What follows belongs to an exercise in optimizing a design on an open flow for small area and a short achievable clock period; a production flow would make more cautious choices. The RTL was checked by simulation tests, not by an equivalence proof against the original design. Power figures rest on the tool's default switching activity, not on a simulated workload.

wip/maple:
## counters
module counters(
input wire sysclk,
input wire foo_card,
input wire wfoo0_baz,
input wire wfoo0_blrb,
input wire wfoo0_zz1pb,
input wire [31:0] wfoo0_turn,
input wire debct_baz,
input wire debct_blrb,
input wire debct_zz1pb,
input wire debct_bar,
input wire [31:0] debct_turn,
input wire Z0_bar,
input wire Z0_baz,
input wire Z0_blrb,
input wire Z0_zz1pb,
input wire [31:0] Z0_turn,
input wire Y1_bar,
input wire Y1_baz,
input wire Y1_blrb,
input wire Y1_zz1pb,
input wire [31:0] Y1_turn,
input wire X2_bar,
input wire X2_baz,
input wire X2_blrb,
input wire X2_zz1pb,
input wire [31:0] X2_turn,
input wire W3_bar,
input wire W3_baz,
input wire W3_blrb,
input wire W3_zz1pb,
input wire [31:0] W3_turn,
output wire Z0_cwm,
output wire [31:0] Z0,
output wire Y1_cwm,
output wire [31:0] Y1,
output wire X2_cwm,
output wire [31:0] X2,
output wire W3_cwm,
output wire [31:0] W3,
output reg wfoo0_cwm,
output wire [31:0] wfoo0_llwln,
output wire debct_cwm,
output reg debct_pull,
output wire [31:0] debct,
output wire wdfilecardA2P
);
Size: about 1400 cells after synthesis, about 210 flip-flops, ~420 I/O pins, about 11000 µm² of cells after synthesis.
clock: 3.3 ns
lec_check: 0
cap_margin: 20
core_margin: 2
core_utilization: 40
setup_slack_margin: 1.45
slew_margin: 20
standard.sh (not shown) runs the stock make flow with config.mk's settings and CLKGATE_MAP_FILE= SYNTH_SCRIPT=/design/flow/synth_recipe.tcl, a recipe that flattens the netlist after the stock synthesis.
==> flow/flow/run.sh <==
#!/bin/bash
# The standard layout (standard.sh), with these changes:
#  - port buffers use the smallest buffer cell (buf_1) instead of the default choice;
#  - if flow/dont_use.txt exists, it replaces the platform's don't-use list
#    (it repeats the platform's list and adds slow wide OR/NOR cells);
#  - if flow/abc.script exists, synthesis is synth_recipe.tcl unchanged except that
#    Yosys's abc call runs that ABC script (flow/synth.tcl);
#  - if flow/post_gpl.tcl exists, it runs after global placement (sizes output port buffers);
#  - each line of flow/make_args.txt (if it exists) is passed to make as VAR=value.
set -uo pipefail
export BUFFER_PORTS_ARGS="-buffer_cell sky130_fd_sc_hd__buf_1"
args=()
if [[ -s flow/dont_use.txt ]]; then
  args+=("DONT_USE_CELLS=$(tr '\n' ' ' < flow/dont_use.txt)")
fi
if [[ -s flow/abc.script ]]; then
  export MY_ABC_SCRIPT="$PWD/flow/abc.script"
  args+=("SYNTH_SCRIPT=$PWD/flow/synth.tcl")
fi
if [[ -s flow/post_gpl.tcl ]]; then
  export POST_GLOBAL_PLACE_TCL="$PWD/flow/post_gpl.tcl"
fi
if [[ -s flow/make_args.txt ]]; then
  while IFS= read -r line; do
    [[ -n "$line" ]] && args+=("$line")
  done < flow/make_args.txt
fi
printf '%s\n' "${args[@]}" > run_args.log
bash standard.sh "${args[@]}" finish > standard.log 2>&1
==> flow/flow/abc.script <==
&get -n
&st
&dch
&nf -p
&put
buffer -c
topo
stime -c
upsize -c
dnsize -c
==> flow/flow/synth.tcl <==
proc synth {args} { yosys synth -nofsm -noshare {*}$args }
if { [info exists ::env(MY_ABC_SCRIPT)] } {
  proc abc {args} {
    set i [lsearch -exact $args -script]
    if { $i >= 0 } { set args [lreplace $args [expr {$i+1}] [expr {$i+1}] $::env(MY_ABC_SCRIPT)] }
    puts "abc override: $args"
    yosys abc {*}$args
  }
}
source $::env(SCRIPTS_DIR)/synth.tcl
# left out here: clear keep_hierarchy, flatten, clean up, hide names made inside functions, write 1_2_yosys.v
Other scripts of this flow, unchanged in this note and not shown: flow/flow/dont_use.txt, flow/flow/make_args.txt
Input changes introduced in wip/willow (baseline for comparison: wip/maple):
# wip/maple
export LEC_CHECK = 0
export CAP_MARGIN = 20
export CORE_MARGIN = 2
export CORE_UTILIZATION = 40
export SETUP_SLACK_MARGIN = 1.45
export SLEW_MARGIN = 20
create_clock -name core_clock -period 3.3 [get_ports {sysclk}]
# wip/willow
export LEC_CHECK = 0
export CAP_MARGIN = 20
export CORE_MARGIN = 2
export CORE_UTILIZATION = 40
export SETUP_SLACK_MARGIN = 1.42
export SLEW_MARGIN = 20
create_clock -name core_clock -period 3.3 [get_ports {sysclk}]
Share of the cycle needed by the critical path after routing: wip/willow vs wip/maple up 0.73 points. Taking wip/maple as the reference, in wip/willow fraction of area in clock buffers and inverters was more or less identical, layout overhead on the synthesized area went down 1.4 points, sequential cell area in the final layout saw little to no change. Routed wire length on met2 of wip/maple is on par with wip/willow. Worst hold slack for wip/willow is lower than for wip/maple. wip/willow contains fewer vias than wip/maple. Beginning of the critical path = wd_cnt[4]$_DFF_PP0_: wip/maple; beginning of the critical path = t_debct.cnt[17]$_DFF_PP0_: wip/willow. Delta (wip/willow minus wip/maple): power consumption shows no meaningful change; total power divided by cell area +0.93%; post-route standard cell area excluding fillers moved down; total clock sinks comparable.
[inputs] wip/garnet vs wip/willow
# wip/willow
export LEC_CHECK = 0
export CAP_MARGIN = 20
export CORE_MARGIN = 2
export CORE_UTILIZATION = 40
export SETUP_SLACK_MARGIN = 1.42
export SLEW_MARGIN = 20
create_clock -name core_clock -period 3.3 [get_ports {sysclk}]
# wip/garnet
export LEC_CHECK = 0
export CAP_MARGIN = 20
export CORE_MARGIN = 2
export CORE_UTILIZATION = 40
export SETUP_SLACK_MARGIN = 1.4
export SLEW_MARGIN = 20
create_clock -name core_clock -period 3.3 [get_ports {sysclk}]
--- a/flow/flow/abc.script
+++ b/flow/flow/abc.script
@@ -3,3 +3,3 @@
 &dch
-&nf -p
+&nf -p -C 32
 &put
==> comparison <==
wip/willow: flow completed, timing, DRC and antenna clean. wip/garnet went all the way through synthesis, placement and routing and the layout is clean on timing, DRC and antenna. NOTE non-clock buffer count in the final layout wip/willow->wip/garnet increased slightly. After detailed routing, wip/willow needs less wire than wip/garnet. Looking at worst hold margin, wip/garnet sits 0.030 ns above wip/willow.
Inputs modified between wip/garnet and wip/yarrow:
==> flow/flow/abc.script <==
&get -n
&st
&dch
&nf -p
&put
topo
stime -c
upsize -c
dnsize -c
[summary]
- Inverter count delta for wip/yarrow relative to wip/garnet: 1 lower
- wip/yarrow has fraction of area in multi-input gates above what wip/garnet had.
- Capture point of the worst path: Y1[16] -> wip/yarrow, W3[9] -> wip/garnet
- wip/garnet has a lower area overhead of the layout relative to synthesis than wip/yarrow.
- The design area of wip/garnet and that of wip/yarrow are within noise of each other.
> inputs changed (wip/yarrow -> wip/onyx)
removed: flow/flow/abc.script
removed: flow/flow/synth.tcl
==> comparison <==
Taking wip/yarrow as the reference, in wip/onyx DRC marker count from the first detailed-route iteration rose about 5.4%, sequential power fell about 2%, required time reported for the critical path endpoint about even. wip/onyx against wip/yarrow: count of antenna diodes in the layout decreased 3; maximum fanout along the worst path increased 1; final core utilization decreased 0.81 points. wip/onyx vs. wip/yarrow: measured slew at the worst slew-check pin went up by 0.023 ns. Between wip/yarrow and wip/onyx, the difference in clock network latency to the later pin of the worst-skew pair is negligible. Synthesized cell count was higher in wip/onyx than in wip/yarrow. Comparing share of synthesized cell area in and, or, nand and nor gates for wip/yarrow and wip/onyx, the bigger number came from wip/onyx. Route | wip/onyx vs wip/yarrow | wire shorter in wip/onyx.

re-timing with driven ports:
In the flow no input, the clock included, has a driving cell. The finished layouts below were timed again as built, in two steps.
Step 1, drivers: a clkbuf_16 drives sysclk and a buf_2 each remaining input, both assumed.
Step 2 times the ports against the registers' clock, not the clock port: input delays grow and output delays shrink by t, the midpoint of the rising clock arrivals with the driver on.
Slacks: no drivers / after step 1 / after step 2; pairs: no drivers / after step 1.
run | shift t [ns] | slack for setup (ns) | worst setup path at the end | pins driven straight from the clock port
wip/maple | 0.514 | 1.480 / 1.430 / 1.182 | input to register | 1
wip/willow | 0.522 | 1.456 / 1.405 / 1.163 | input to register | 1
wip/garnet | 0.519 | 1.423 / 1.371 / 1.178 | input to register | 1
wip/yarrow | 0.526 | 1.438 / 1.389 / 1.115 | input to register | 1
wip/onyx | 0.524 | 1.472 / 1.422 / 1.042 | input to register | 1
After both steps every run listed still meets setup and hold. The setup slack of wip/onyx, which loses most, moves by -0.050 ns with the drivers and by -0.430 ns with both steps.
